From an optimization exercise on the open Yosys and OpenROAD flow, aimed at small area, a short achievable clock period and few clock cycles per item; shortcuts taken in it are not production practice. At most, simulation tests tie the RTL to the original design; equivalence was not proved. For run 2, only the layout was checked, not whether the RTL still works. Power and IR drop assume default switching activity.

## flow/design.v (module list and top-level ports; edited modules follow where they fit)
// module RFILE: 2426 lines
module RFILE(clk, rst, A_x, A_y, B_x, B_y, C_x, C_y, rssiA, rssiB, rssiC,
             valueA, valueB, valueC, expA, expB, expC, busy, out_valid, xt, yt);
  // ...
==> flow/flow/run.sh <==
#!/bin/bash
# Standard layout (the standard.sh) with two changes:
#  - synthesis script flow/syn.tcl (the standard flow's script with Yosys synth -noabc and
#    the final ABC mapping done by flow/abc_map.script),
#  - port buffers are sky130_fd_sc_hd__buf_1 (every port still gets one).
set -euo pipefail
HERE=$(pwd)
export FLOW_ABC_SCRIPT=$HERE/flow/abc_map.script
sed -e "s#SYNTH_SCRIPT=[^ ]*#SYNTH_SCRIPT=$HERE/flow/syn.tcl#" \
    -e "s#make -C #make BUFFER_PORTS_ARGS='-buffer_cell sky130_fd_sc_hd__buf_1' -C #" \
    standard.sh > flow_standard.sh
grep -q "flow/syn.tcl" flow_standard.sh
grep -q "BUFFER_PORTS_ARGS" flow_standard.sh
bash flow_standard.sh finish > make.log 2>&1
==> flow/flow/abc_map.script <==
strash
dc2
strash
dch -f
map -D 18000
topo
stime -c
buffer -c
upsize -c
dnsize -c
==> flow/flow/syn.tcl <==
# The standard flow's synthesis script (synth_recipe.tcl) with two changes to the
# combinational mapping only; registers are unchanged:
#  - Yosys's generic synth runs without its early "abc -fast" pass (-noabc).
#    That pass rewrites XOR/majority logic so that extract_fa builds full
#    adders with inverted pins and leaves inverters between them.
#  - The final ABC mapping uses flow/abc_map.script (a dc2 rewrite, then
#    delay-targeted mapping with area recovery, then the usual buffering and
#    sizing) in place of the
#    ORFS script, whose delay target of 115 ps makes it map for speed only.
proc synth {args} { yosys synth -nofsm -noshare -noabc {*}$args }
proc abc {args} {
  set i [lsearch -exact $args -script]
  if {$i >= 0 && [info exists ::env(FLOW_ABC_SCRIPT)]} {
    lset args [expr {$i + 1}] $::env(FLOW_ABC_SCRIPT)
  }
  puts "abc mapping script: [lindex $args [expr {$i + 1}]]"
  yosys abc {*}$args
}
source $::env(SCRIPTS_DIR)/synth.tcl
# left out here: clear keep_hierarchy, flatten, clean up, hide names made inside functions, write 1_2_yosys.v
==> flow/standard.sh <==
#!/bin/bash
# synth_recipe.tcl (not shown) runs the flow's synth.tcl, then flattens the netlist and writes it again
# the make line also repeats each setting of config.mk as NAME=value (left out here)
make -C /OpenROAD-flow-scripts/flow DESIGN_CONFIG=/design/flow/config.mk WORK_HOME=/design/flow/orfs CLKGATE_MAP_FILE= SYNTH_SCRIPT=/design/flow/synth_recipe.tcl "${@:-finish}"
==> flow/config.mk <==
export PLATFORM = sky130hd
export DESIGN_NAME = RFILE
export DESIGN_NICKNAME = RFILE
export VERILOG_FILES = /design/flow/design.v
export SDC_FILE = /design/flow/constraint.sdc
export NUM_CORES = 8
export LEC_CHECK = 0
export ABC_AREA = 1
export CAP_MARGIN = 20
export CORE_MARGIN = 2
export CORE_UTILIZATION = 40
export SLEW_MARGIN = 20
==> flow/constraint.sdc <==
create_clock -name core_clock -period 115.0 [get_ports {clk}]
set_input_delay 23.0000 -clock core_clock [delete_from_list [all_inputs] [get_ports {clk}]]
set_output_delay 23.0000 -clock core_clock [all_outputs]
set_load 0.01 [all_outputs]
==> results.txt, run 1 <==
outcome complete, no violations; Seq group about 0.13 mW; Mapped Avg Cell Area ~7.7 µm²; Signal buffers 278; Int Pwr ~0.49 mW; wire length per cell 20.86 µm; DPL Wire Length 104300 µm; Worst Path Buf+Inv 24; WP data required 115.25 ns; combinational share of power 0.749; Final min period between 20 and 30 ns; Routed met3 length 8877 µm; Synth area leaders fa_1 16%, ha_1 12%, xor2_1 8.3%; reg2reg end fx[0]$_DFFE_PP_; Setup crit start mq6$_DFF_P_; Synth area leader fa_1; worst hold endpoint cnt[0]$_DFF_P_; dpl ws 90.02 ns; Setup Buffers After CTS 0; R2R Setup Slk 89.54 ns; Design Power 0.9632 mW; max cap viols 0; Synth Net Count 5708; Flop pwr share 0.133; final WL 131000 µm; layout cell share with drive strength beyond 1 0.07420; mux contribution to synthesized area 0.0007957; Fillers around 9600; Post-synth EDFFs 100; Worst Tran Pin Value 1.003 ns; period utilization 0.2214; #MultiIn Comb 3714; register area 0.005939 mm²
Testbench counts, summed over its fixed seeds: cycles 4,728, items 512.
==> run 2, diff against run 1 <==
--- a/flow/design.v
+++ b/flow/design.v
@@ -8,46 +8,45 @@
 input  [15:0]   valueA, valueB, valueC;
 output reg [11:0] expA, expB, expC;
 output reg      busy;
 output reg      out_valid;
 output reg [7:0] xt, yt;
 reg  [8:0] ph;            
 reg  [2:0] k;             
 reg        knz;           
-reg        k2;            
 reg  [2:0] cnt;           
 wire       first = ph[7];
 reg        mq2, mq3, mq6, mq7, lfx, lfy;
 always @(posedge clk) begin
     mq2 <= ph[1];
     mq3 <= ph[2];
     mq6 <= ph[5];
     mq7 <= ph[6];
     lfx <= ph[6];
     lfy <= ph[6];
 end
-wire [2:0] cn = first ? (s4 ? k : {1'b0, fs} + k) : cnt - 3'd1;
+wire [2:0] cn = first ? ({1'b0, fs} + k) : cnt - 3'd1;
 wire       fin = ph[8] && (cn == 3'd1);
 reg  [1:0] fc;            
 wire       fe = (fc != 2'd0);
 always @(posedge clk or posedge rst) begin
     if (rst) begin
         ph <= 9'd1;
     end else begin
         ph <= fin ? 9'd1 : {ph[8] | ph[7], ph[6:0], 1'b0};
     end
 end
 always @(posedge clk) begin
     out_valid <= fin;
     busy <= ~fin;
 end
 always @(posedge clk) begin
     cnt <= cn;
-    if (first) fc <= s4 ? 2'd0 : fs - 2'd1;
+    if (first) fc <= fs - 2'd1;
     else if (fc != 2'd0) fc <= fc - 2'd1;
 end
 function [13:0] f_exp(input [19:0] u);
     reg [19:0] z; reg [2:0] r, rn; reg [16:0] q; integer j; reg b;
     begin
         z = 20'd806912 - u;
         r = 3'd0;
         for (j = 18; j >= 2; j = j - 1) begin
@@ -1555,36 +1554,32 @@
 wire gb17 = g[17], gb16 = ~g[17] & g[16], gb15 = ~g[17] & ~g[16] & g[15], gb14 = ~g[17] & ~g[16] & ~g[15];
 wire [18:0] negg = 19'd0 - {1'b0, g};
 always @(posedge clk) begin
     if (ph[3]) begin
         sgnd <= ~dl[17];
         g <= {adl, 1'b0};
         k <= 3'd0;
         knz <= 1'b0;
-        k2 <= 1'b0;
     end else if (ph[4] | ph[5] | ph[6]) begin
-        if (g[17:10] == 8'd0) begin g <= {g[9:0], 8'd0}; k <= k + 3'd2; knz <= 1'b1; k2 <= 1'b1; end
-        else if (g[17:14] == 4'd0) begin g <= {g[13:0], 4'd0}; k <= k + 3'd1; knz <= 1'b1; k2 <= k2 | knz; end
+        if (g[17:10] == 8'd0) begin g <= {g[9:0], 8'd0}; k <= k + 3'd2; knz <= 1'b1; end
+        else if (g[17:14] == 4'd0) begin g <= {g[13:0], 4'd0}; k <= k + 3'd1; knz <= 1'b1; end
     end
 end
 wire [24:0] nx = mxo;
-wire s4x = (gb17 & (&nx[24:16] | ~|nx[24:16])) | (gb16 & (&nx[24:15] | ~|nx[24:15])) | (gb15 & (&nx[24:14] | ~|nx[24:14])) | (gb14 & (&nx[24:13] | ~|nx[24:13]));
 wire f4x = knz & ((gb17 & (&nx[24:20] | ~|nx[24:20])) | (gb16 & (&nx[24:19] | ~|nx[24:19])) | (gb15 & (&nx[24:18] | ~|nx[24:18])) | (gb14 & (&nx[24:17] | ~|nx[24:17])));
 wire f8x = (gb17) | (gb16 & (&nx[24:23] | ~|nx[24:23])) | (gb15 & (&nx[24:22] | ~|nx[24:22])) | (gb14 & (&nx[24:21] | ~|nx[24:21]));
 wire [24:0] ny = myo;
-wire s4y = (gb17 & (&ny[24:16] | ~|ny[24:16])) | (gb16 & (&ny[24:15] | ~|ny[24:15])) | (gb15 & (&ny[24:14] | ~|ny[24:14])) | (gb14 & (&ny[24:13] | ~|ny[24:13]));
 wire f4y = knz & ((gb17 & (&ny[24:20] | ~|ny[24:20])) | (gb16 & (&ny[24:19] | ~|ny[24:19])) | (gb15 & (&ny[24:18] | ~|ny[24:18])) | (gb14 & (&ny[24:17] | ~|ny[24:17])));
 wire f8y = (gb17) | (gb16 & (&ny[24:23] | ~|ny[24:23])) | (gb15 & (&ny[24:22] | ~|ny[24:22])) | (gb14 & (&ny[24:21] | ~|ny[24:21]));
-wire s4 = k2 & s4x & s4y;
 wire f4 = f4x & f4y;
 wire f8 = f8x & f8y;
 wire [1:0] fs = f4 ? 2'd1 : f8 ? 2'd2 : 2'd3;    
-wire [18:0] rix = s4 ? {nx[17:0], 1'b0} : f4 ? {nx[24], nx[20:3]} : f8 ? {nx[24], nx[24:7]} : {{5{nx[24]}}, nx[24:11]};
-wire [3:0] fix = s4 ? 4'd0 : f4 ? {nx[2:0], 1'b0} : f8 ? nx[6:3] : nx[10:7];
+wire [18:0] rix = f4 ? {nx[24], nx[20:3]} : f8 ? {nx[24], nx[24:7]} : {{5{nx[24]}}, nx[24:11]};
+wire [3:0] fix = f4 ? {nx[2:0], 1'b0} : f8 ? nx[6:3] : nx[10:7];
 wire [17:0] ffx = f4 ? {18{nx[24]}} : f8 ? {nx[2:0], 1'b0, {14{nx[24]}}} : {nx[6:0], 1'b0, {10{nx[24]}}};
 reg  [18:0] rx;
 reg  [17:0] fx;
 reg         negx;
 wire [18:0] rrx0 = lfx ? rix : rx;
 wire fbx0 = lfx ? fix[3] : (fe & fx[17]);
 wire ivx0 = ~rrx0[18];
 wire [19:0] xax0 = {rrx0, fbx0};
@@ -1985,18 +1980,18 @@
 wire [7:0]  qqx = {fx[4:0], qx[3:1]};
 wire        nzx = rrx3[18] ? (rrx3 != negg) : (rrx3 != 19'd0);
 wire [7:0]  bqx = qqx ^ {8{sgnd}};
 wire [7:0]  bix = bqx + 8'd1;
 wire [7:0]  resx = (sgnd ^ (negx & nzx)) ? bix : bqx;
 always @(posedge clk) begin
     if (first) negx <= nx[24];
 end
-wire [18:0] riy = s4 ? {ny[17:0], 1'b0} : f4 ? {ny[24], ny[20:3]} : f8 ? {ny[24], ny[24:7]} : {{5{ny[24]}}, ny[24:11]};
-wire [3:0] fiy = s4 ? 4'd0 : f4 ? {ny[2:0], 1'b0} : f8 ? ny[6:3] : ny[10:7];
+wire [18:0] riy = f4 ? {ny[24], ny[20:3]} : f8 ? {ny[24], ny[24:7]} : {{5{ny[24]}}, ny[24:11]};
+wire [3:0] fiy = f4 ? {ny[2:0], 1'b0} : f8 ? ny[6:3] : ny[10:7];
 wire [17:0] ffy = f4 ? {18{ny[24]}} : f8 ? {ny[2:0], 1'b0, {14{ny[24]}}} : {ny[6:0], 1'b0, {10{ny[24]}}};
 reg  [18:0] ry;
 reg  [17:0] fy;
 reg         negy;
 wire [18:0] rry0 = lfy ? riy : ry;
 wire fby0 = lfy ? fiy[3] : (fe & fy[17]);
 wire ivy0 = ~rry0[18];
 wire [19:0] xay0 = {rry0, fby0};
==> flow/flow/abc_map.script (replaced) <==
strash
dch -f
map -D 18000
topo
stime -c
buffer -c
upsize -c
dnsize -c
==> flow/flow/syn.tcl (replaced) <==
# The standard flow's synthesis script (synth_recipe.tcl) with two changes to the
# combinational mapping only; registers are unchanged:
#  - Yosys's generic synth runs without its early "abc -fast" pass (-noabc).
#    That pass rewrites XOR/majority logic so that extract_fa builds full
#    adders with inverted pins and leaves inverters between them.
#  - The final ABC mapping uses flow/abc_map.script (delay-targeted mapping
#    with area recovery, then the usual buffering and sizing) in place of the
#    ORFS script, whose delay target of 115 ps makes it map for speed only.
proc synth {args} { yosys synth -nofsm -noshare -noabc {*}$args }
proc abc {args} {
  set i [lsearch -exact $args -script]
  if {$i >= 0 && [info exists ::env(FLOW_ABC_SCRIPT)]} {
    lset args [expr {$i + 1}] $::env(FLOW_ABC_SCRIPT)
  }
  puts "abc mapping script: [lindex $args [expr {$i + 1}]]"
  yosys abc {*}$args
}
source $::env(SCRIPTS_DIR)/synth.tcl
# left out here: clear keep_hierarchy, flatten, clean up, hide names made inside functions, write 1_2_yosys.v
==> results.txt, run 2 <==
CP startpoint kind flop (unchanged); drt drc 0 (unchanged); final WL 126600 µm (was 131000 µm); Flop pwr share 0.132 (was 0.133); Post-synth EDFFs 100 (unchanged); vias in the first global route 33520 (was 33950); commonest non-fill, non-tap cells in the layout 664 x inv_1, 585 x nand2_1, 540 x nor2_1, 421 x xor2_1, 371 x ha_1 (was 656 x inv_1, 637 x nor2_1, 472 x nand2_1, 372 x ha_1, 357 x xor2_1); worst reg2reg startpoint mq2$_DFF_P_ (was mq6$_DFF_P_); flops & latches, synth 243 (was 244); period utilization 0.2103 (was 0.2214); endpoints failing setup 0 (unchanged); Synth area leader fa_1 (unchanged); Initial DRC Count 3245 (was 3064); sum of negative setup slack 0 ns (unchanged); vias per cell 5.529 (was 5.572); Max Transition Viols Final 0 (unchanged); most common cell in the netlist inv_1 (unchanged); Worst Tran Pin Value 1.120 ns (was 1.003 ns); CP max FO 1 (was 55); placed cells 6186 (was 6217); post-cts sizing count 0 (unchanged); register area 0.005922 mm² (was 0.005939 mm²); Starting Density 0.4043 (was 0.4038); slowest cell on the critical path dfxtp_1 (was dfxtp_2); Final min period 24.18 ns (was 25.46 ns); fin nets 5804 (was 5826); cell family with most CP delay flip-flops (was compound AO/OA/AOI/OAI gates); sequential share of the synthesized area 0.1593 (was 0.1572); Design Power 0.9729 mW (was 0.9632 mW); Synth area leaders fa_1 16%, ha_1 13%, xor2_1 9.9% (was fa_1 16%, ha_1 12%, xor2_1 8.3%); Clock power frac 0.116 (was 0.118); Die Span Y 308.6 µm (was 311.2 µm); final core utilization 0.4389 (was 0.4376); initial antenna violation count 1 (was 0); Reg clk slew, reported paths 0.06 ns (about the same); outcome complete, no violations (unchanged); Int Pwr 0.4768 mW (was 0.4867 mW); Worst Path Buf+Inv 1 (was 24); Fillers 9377 (was 9612); fmax 41.36 MHz (was 39.27 MHz); clock latency (worst-skew pair) 0.58 ns (was 0.59 ns); WS Path Type flop to output port (was flop to flop); Synth top area share 0.1597 (was 0.1570); final antenna-violating net count 0 (unchanged); pin count of the biggest net entering global routing 80 (was 65); DIE WIDTH 308.6 µm (was 311.2 µm); Mapped Avg Cell Area 7.593 µm² (was 7.731 µm²); top cells by count, synth 664 x inv_1, 585 x nand2_1, 546 x nor2_1 (was 658 x inv_1, 642 x nor2_1, 472 x nand2_1); Critical Path AT 1.18 ns (was 25.72 ns); fin cells 6248 (was 6282); Worst Min Path Start cnt[0]$_DFF_P_ (unchanged); CTS Hold Buffers Added 0 (unchanged); wire length per cell 20.26 µm (was 20.86 µm); NetSw 0.4960 mW (was 0.4765 mW); most common cell after layout, fill and taps aside inv_1 (unchanged); first-pass iteration count of the detailed router 5 (was 8); RSZ-0062 raised after global routing false (unchanged); vias post-DR 34540 (was 35000); DPL Wire Length 101200 µm (was 104300 µm); peak supply drop 90.28 µV (was 75.71 µV); Most Crowded Layer GR met2 (unchanged); Fin. Hold Viols 0 (unchanged); antenna fix cells 0 (was 1); Hold WC Path Type flop to flop (unchanged); Max stage delay on crit path 0.42 ns (was 0.98 ns); total number of yosys warnings 1 (unchanged); pwr dens 24.15 mW/mm² (was 23.55 mW/mm²); Syn Inst Count 4888 (was 4882); Setup crit start xt[7]$_DFF_P_ (was mq6$_DFF_P_); I/O Pins 212 (unchanged); Num CTS Buffers 34 (was 35); Critical Path End Type output port (was flop); max cap viols 0 (unchanged); Async S/R FF share, synth 0.03704 (was 0.03689); first-pass GRT wire length 193100 µm (was 199900 µm); mapped cell area 0.03712 mm² (was 0.03774 mm²); Slew HR 0.2344 (was 0.3286); CORE AREA 0.09180 mm² (was 0.09347 mm²); H-tree levels 2 (unchanged); ys flop type dfxtp_1 (unchanged); Setup Buffers After CTS 0 (unchanged); Leak Pwr 18.86 nW (was 19.24 nW); Synth Net Count 5713 (was 5708); Global Route met2 Usage 0.4537 (was 0.4602); Top Registers rs (19), rx (19), ry (19) (unchanged); Area growth, synth to finish 8.549% (was 8.378%); crit path cell chain buf_1; Total Routing Usage GR 0.2624 (was 0.2645); Switching Fraction 0.5099 (was 0.4947); met3 Use GR 0.03480 (was 0.03033); layout cell share with drive strength beyond 1 0.04715 (was 0.07420); WP data required 92.00 ns (was 115.25 ns); CTS root buf clkbuf_16 (unchanged); combinational share of power 0.753 (was 0.749); CTS Buffer Depth 3 (unchanged); met1 usage 0.3381 (was 0.3355); clk_skew 0.02338 ns (was 0.04645 ns); buffers added on ports 208 (unchanged); total grt overflow 0 (unchanged); Die ar. 0.09524 mm² (was 0.09683 mm²); CTS tree yes (unchanged); RePlAce Congestion 0.9605 (was 0.9654); Synth cell types 64 (was 97); Row Count 111 (was 112); Multi-input gate area 0.02770 mm² (was 0.02815 mm²); Clock Sinks 243 (was 244)
run 2: cell types whose count changed after synthesis, sizes merged, moves of 16 or more:
cell     delta
a2111oi    +16
a21oi      +26
a22oi      +26
nand2      +86
nor2      -101
nor3       -24
o21ai      -37
o22ai      -25
xnor2      +16
xor2       +58
run 2: worst paths after layout:
check | to | slack (ns) | depth (start not counted)
max | xt[7] | 90.82 | 1
max reg2reg | fy[0]$_DFFE_PP_ | 92.80 | 108
min | cnt[0]$_DFF_P_ | 0.47 | 1
max in group asynchronous | ph[0]$_DFF_PP1_ | 92.28 | 2
min in group asynchronous | ph[7]$_DFF_PP0_ | 22.42 | 2
min reg2reg | cnt[0]$_DFF_P_ | 0.47 | 1
run 2: cell families (layout without fill, tap and decap cells):
family                   Yosys count  in the layout  synth area share
buffers and inverters            939           1056           0.09500
flip-flops                       243            243            0.1593
AND/OR/NAND/NOR                 1356           1356            0.1489
AO/OA/AOI/OAI                   1177           1177            0.1927
adder cells (fa/ha/maj)          667            667            0.2847
XOR/XNOR                         506            506            0.1194
run 2: final cells by class:
class / count / area share
well taps: 1243 / 0.03860
clock inverters: 19 / 0.005652
flip-flops and latches: 243 / 0.1470
inverters: 737 / 0.06866
repair buffers: 257 / 0.02870
multi-input cells: 3706 / 0.6876
clock buffers: 43 / 0.02376
run 2: power groups by stage:
stage          registers [mW]  clock network (mW)  logic [mW]
2_1_floorplan           0.125                   0       0.554
3_3_place_gp            0.130                   0       0.708
3_5_place_dp            0.130                   0       0.719
4_1_cts                 0.128               0.114       0.727
5_1_grt                 0.129               0.117       0.838
6_report                0.128               0.113       0.732
run 2: per-stage QoR:
step           hold WS [ns]  setup slack [ns]  cell area (µm²)
2_1_floorplan        0.3454             91.41            37120
3_3_place_gp         0.4607             90.70            39090
3_5_place_dp         0.4618             90.73            39100
4_1_cts              0.4734             90.81            40290
5_1_grt              0.5108             90.69            40290
6_report             0.4688             90.82            40290
run 2: per-layer routing:
layer,wire length (µm),vias to the layer above
li1,-,16490
met1,52250,16430
met2,60610,1394
met3,9283,230
met4,4427,0
met5,0,-

[port drivers added, routing unchanged]
The results above use ideal ports. As a check the final layouts listed here were re-extracted and re-timed, cells and wires unchanged.
Step 1 assumes that a clkbuf_16 drives the clock port and a buf_2 every other input.
Step 2 adds t to the input delays and takes it off the output delays; t is the mean of the earliest and latest rising clock arrival at the registers after step 1. Input paths then give back, and output paths get back, about the clock's delay inside the block.
Three values: ideal ports, drivers, drivers and shift; two values: the first two.
| run | shift t [ns] | slack for setup (ns) | worst slew at a driven data input, ns |
|---|---|---|---|
| run 1 | 0.633 | 89.536 / 89.536 / 89.536 | 0.06 |
| run 2 | 0.635 | 90.820 / 90.758 / 90.612 | 0.04 |
After both steps setup and hold are still met in every run listed. The setup slack of run 2, which loses most, moves by -0.062 ns with the drivers and by -0.208 ns with both steps.
